Source: an optimization exercise on an open RTL-to-GDS flow (aim: small area, a short achievable clock period and few clock cycles per item). Production flows keep margins and buffers that such runs may drop. The RTL was checked by simulation tests, not by an equivalence proof against the original design.

==> inputs of 10-07 <==
## sha256_1
module sha256_1(
	input  wire         CLK,
	input  wire         RST,
	input  wire         write_en,
	input  wire [639:0] block_in,
	input  wire [255:0] digest_in,
	output wire [255:0] digest_out_1,
	output wire [255:0] digest_out_2,
	output wire         valid_out
);
	localparam [6:0] LAST = 7'd75;
	reg  [6:0]  cnt;
	reg         valid_r;
	reg  [31:0] a, b, c, d, e, f, g, h;
	reg  [31:0] wr [0:15];
	reg  [31:0] pk;
	reg  [31:0] kr;
	function [31:0] add32(input [31:0] x, input [31:0] y);
		reg [31:0] gg, pp;
		integer l, i, k;
		begin
			gg = x & y;
			pp = x ^ y;
			for (l = 0; l < 5; l = l + 1)
				for (i = 0; i < 32; i = i + 1)
					if ((i >> l) & 1) begin
						k = ((i >> l) << l) - 1;
						gg[i] = gg[i] | (pp[i] & gg[k]);
						pp[i] = pp[i] & pp[k];
					end
			add32 = x ^ y ^ {gg[30:0], 1'b0};
		end
	endfunction
	always @(posedge CLK or negedge RST) begin
		if (!RST) begin
			cnt     <= 7'd0;
			valid_r <= 1'b0;
		end else if (!write_en) begin
			cnt     <= 7'd0;
			valid_r <= 1'b0;
		end else if (cnt == LAST) begin
			cnt     <= 7'd0;
			valid_r <= 1'b1;
		end else begin
			cnt     <= cnt + 7'd1;
			valid_r <= 1'b0;
		end
	end
	wire ldc  = (cnt < 7'd4);
	wire ffc  = (cnt >= 7'd68) && (cnt < 7'd72);
	wire capc = (cnt >= 7'd72);
	wire [31:0] s0w = {wr[1][6:0], wr[1][31:7]} ^ {wr[1][17:0], wr[1][31:18]} ^ (wr[1] >> 3);
	wire [31:0] s1w = {wr[14][16:0], wr[14][31:17]} ^ {wr[14][18:0], wr[14][31:19]} ^ (wr[14] >> 10);
	wire [31:0] ws0 = s1w ^ wr[9] ^ s0w;
	wire [31:0] wc0 = ((s1w & wr[9]) | (s1w & s0w) | (wr[9] & s0w)) << 1;
	wire [31:0] ws1 = ws0 ^ wc0 ^ wr[0];
	wire [31:0] wc1 = ((ws0 & wc0) | (ws0 & wr[0]) | (wc0 & wr[0])) << 1;
	wire [31:0] wsum = add32(ws1, wc1);
	reg  [31:0] bw;
	always @* begin
		case (cnt)
		7'd2: bw = block_in[639:608];
		7'd3: bw = block_in[607:576];
		7'd4: bw = block_in[575:544];
		7'd5: bw = block_in[543:512];
		7'd6: bw = block_in[511:480];
		7'd7: bw = block_in[479:448];
		7'd8: bw = block_in[447:416];
		7'd9: bw = block_in[415:384];
		7'd10: bw = block_in[383:352];
		7'd11: bw = block_in[351:320];
		7'd12: bw = block_in[319:288];
		7'd13: bw = block_in[287:256];
		7'd14: bw = block_in[255:224];
		7'd15: bw = block_in[223:192];
		7'd16: bw = block_in[191:160];
		7'd17: bw = block_in[159:128];
  ...
Settings: LEC_CHECK=0, CAP_MARGIN=20, CORE_AREA=5 5 485 485, DIE_AREA=0 0 490 490, PLACE_DENSITY=0.6, SLEW_MARGIN=20; clock period 15.0 ns.
run.sh (not shown) runs the stock make flow with config.mk's settings and CLKGATE_MAP_FILE= SYNTH_SCRIPT=/design/flow/synth_recipe.tcl, a recipe that flattens the netlist after the stock synthesis.
==> 12-05: changes against 10-07 <==
--- a/flow/design.v
+++ b/flow/design.v
@@ -77,11 +77,10 @@
 		7'd17: bw = block_in[159:128];
 		7'd70: bw = block_in[127:96];
 		7'd71: bw = block_in[95:64];
 		7'd72: bw = block_in[63:32];
 		7'd73: bw = block_in[31:0];
-		7'd66, 7'd67, 7'd68, 7'd69: bw = he;
 		default: bw = wsum;
 		endcase
 	end
 	reg [31:0] kv;    
 	always @* begin
@@ -169,43 +168,38 @@
 	wire [31:0] oc = ((zs & zc) | (zs & MAJ) | (zc & MAJ)) << 1;
 	wire [31:0] anew = add32(os, oc);
 	wire [31:0] qs = xs ^ xc ^ d;
 	wire [31:0] qc = ((xs & xc) | (xs & d) | (xc & d)) << 1;
 	wire [31:0] enew = add32(qs, qc);
-	wire [1:0] hsa = cnt[1:0] + {1'b0, cnt[6]};
-	wire [1:0] hse = cnt[1:0] + {cnt[6], 1'b0};
+	wire [1:0] hs = cnt[1:0] + {1'b0, cnt[6]};
 	reg  [31:0] ha, he;
 	always @* begin
-		case (hsa)
-		2'd0: ha = digest_in[159:128];
-		2'd1: ha = digest_in[191:160];
-		2'd2: ha = digest_in[223:192];
-		default: ha = digest_in[255:224];
+		case (hs)
+		2'd0: begin ha = digest_in[159:128]; he = digest_in[31:0];   end
+		2'd1: begin ha = digest_in[191:160]; he = digest_in[63:32];  end
+		2'd2: begin ha = digest_in[223:192]; he = digest_in[95:64];  end
+		default: begin ha = digest_in[255:224]; he = digest_in[127:96]; end
 		endcase
-		case (hse)
-		2'd0: he = digest_in[31:0];
-		2'd1: he = digest_in[63:32];
-		2'd2: he = digest_in[95:64];
-		default: he = digest_in[127:96];
-		endcase
-	end
-	reg  [31:0] hra;
+	end
+	reg  [31:0] hra, hre;
 	wire [31:0] ffa = add32(d, hra);
+	wire [31:0] ffe = add32(h, hre);
 	integer i;
 	always @(posedge CLK) begin
 		for (i = 0; i < 15; i = i + 1) wr[i] <= wr[i+1];
 		wr[15] <= bw;
 		if (capc) begin
 			wr[7] <= d;
 			wr[3] <= h;
 		end
 		hra <= ha;
+		hre <= he;
 		kr <= kv;
 		pk <= add32(g ^ kr ^ wr[15], ((g & kr) | (g & wr[15]) | (kr & wr[15])) << 1);
 		a <= ldc ? ha : ffc ? ffa : anew;
 		b <= a; c <= b; d <= c;
-		e <= ldc ? he : ffc ? pk : enew;
+		e <= ldc ? he : ffc ? ffe : enew;
 		f <= e; g <= f; h <= g;
 	end
 	assign valid_out = valid_r;
 	assign digest_out_2 = {a, b, c, d, e, f, g, h};
 	assign digest_out_1 = {wr[7], wr[6], wr[5], wr[4], wr[3], wr[2], wr[1], wr[0]};
==> flow/config.mk (replaced) <==
export PLATFORM = sky130hd
export DESIGN_NAME = sha256_1
export DESIGN_NICKNAME = sha256_1
export VERILOG_FILES = /design/flow/design.v
export SDC_FILE = /design/flow/constraint.sdc
export NUM_CORES = 4
export LEC_CHECK = 0
export CAP_MARGIN = 20
export CORE_MARGIN = 2
export CORE_UTILIZATION = 40
export PLACE_DENSITY = 0.6
export SLEW_MARGIN = 20
==> out/qor.yml <==
timing:
  fin_setup_tns_ns: 0
cells_and_area:
  seq_cell_count: 872
  final_common_cell: "clkdlybuf4s50_1"
  nNonClkBuffers: 1483
setup_path:
  crit_path_end_kind: "flop"
  rrSetupSlack_ns: 9.30
floorplan:
  initial_core_util_pct: 18.2
  fp.dieW_um: 490
synth:
  ys_seq_area_share_pct: 42.0
  synth_compound_area_share_pct: 16.0
  muxShareOfSynthArea_pct: 6.37
  syn_nets: 5167
place:
  dp_hpwl_um: 315000
outcome:
  status: "timing/DRC/antenna clean"
-- figures above: 10-07

==> out/qor.yml <==
synth:
  ys_seq_area_share_pct: 41.9
  synth_top_area_share_pct: 41.5
  yosysMostFrequentCell: "dfxtp_1"
  yosys.area.top_type: "dfxtp_1"
  syn_nets: 5335
  synth_compound_area_share_pct: 15.7
  syn_inst: 4007
  synth.top_cells.by_count: "dfxtp_1, xnor2_1, fa_1"
  yosysWarnings: 2
  muxShareOfSynthArea_pct: 6.07
  syn_avg_cell_area_sq_um: 10.8
floorplan:
  fp.dieW_um: 333
  initial_core_util_pct: 40.3
  die_h_um: 333
outcome:
  lastStage: "3_2_place_iop"
  status: "aborted with a tool error"
  error: "[ERROR PPL-0024] Number of IO pins (1412) exceeds maximum number of available positions (1202). Increase the die perimeter from 1331.36um to 1920.32um."
-- figures above: 12-05

Testbench counts of 10-07, summed over its fixed seeds: cycles 14,592, items 192.
Testbench counts of 12-05, summed over its fixed seeds: cycles 14,592, items 192.

separate check: timing with driven ports:
The results above use ideal ports. As a check the final layout listed here was re-extracted and re-timed, cells and wires unchanged.
Step 1, drivers: a clkbuf_16 drives CLK and a buf_2 each remaining input, both assumed.
Step 2 also shifts input and output timing later by t, the mid clock arrival at the registers, as if the neighbouring blocks saw the same clock.
Three values: no drivers, after step 1, after step 2; two values: the first two.
run: 10-07
t, ns: 0.852
setup WS [ns]: 9.298 / 9.298 / 9.063
hold slack, ns: 0.264 / 0.264 / 0.264
cell pins on the clock port's net: 1
After both steps 10-07 still meets setup and hold. For 10-07, drivers alone change the setup slack by 0.000 ns; drivers and shift together by -0.235 ns.
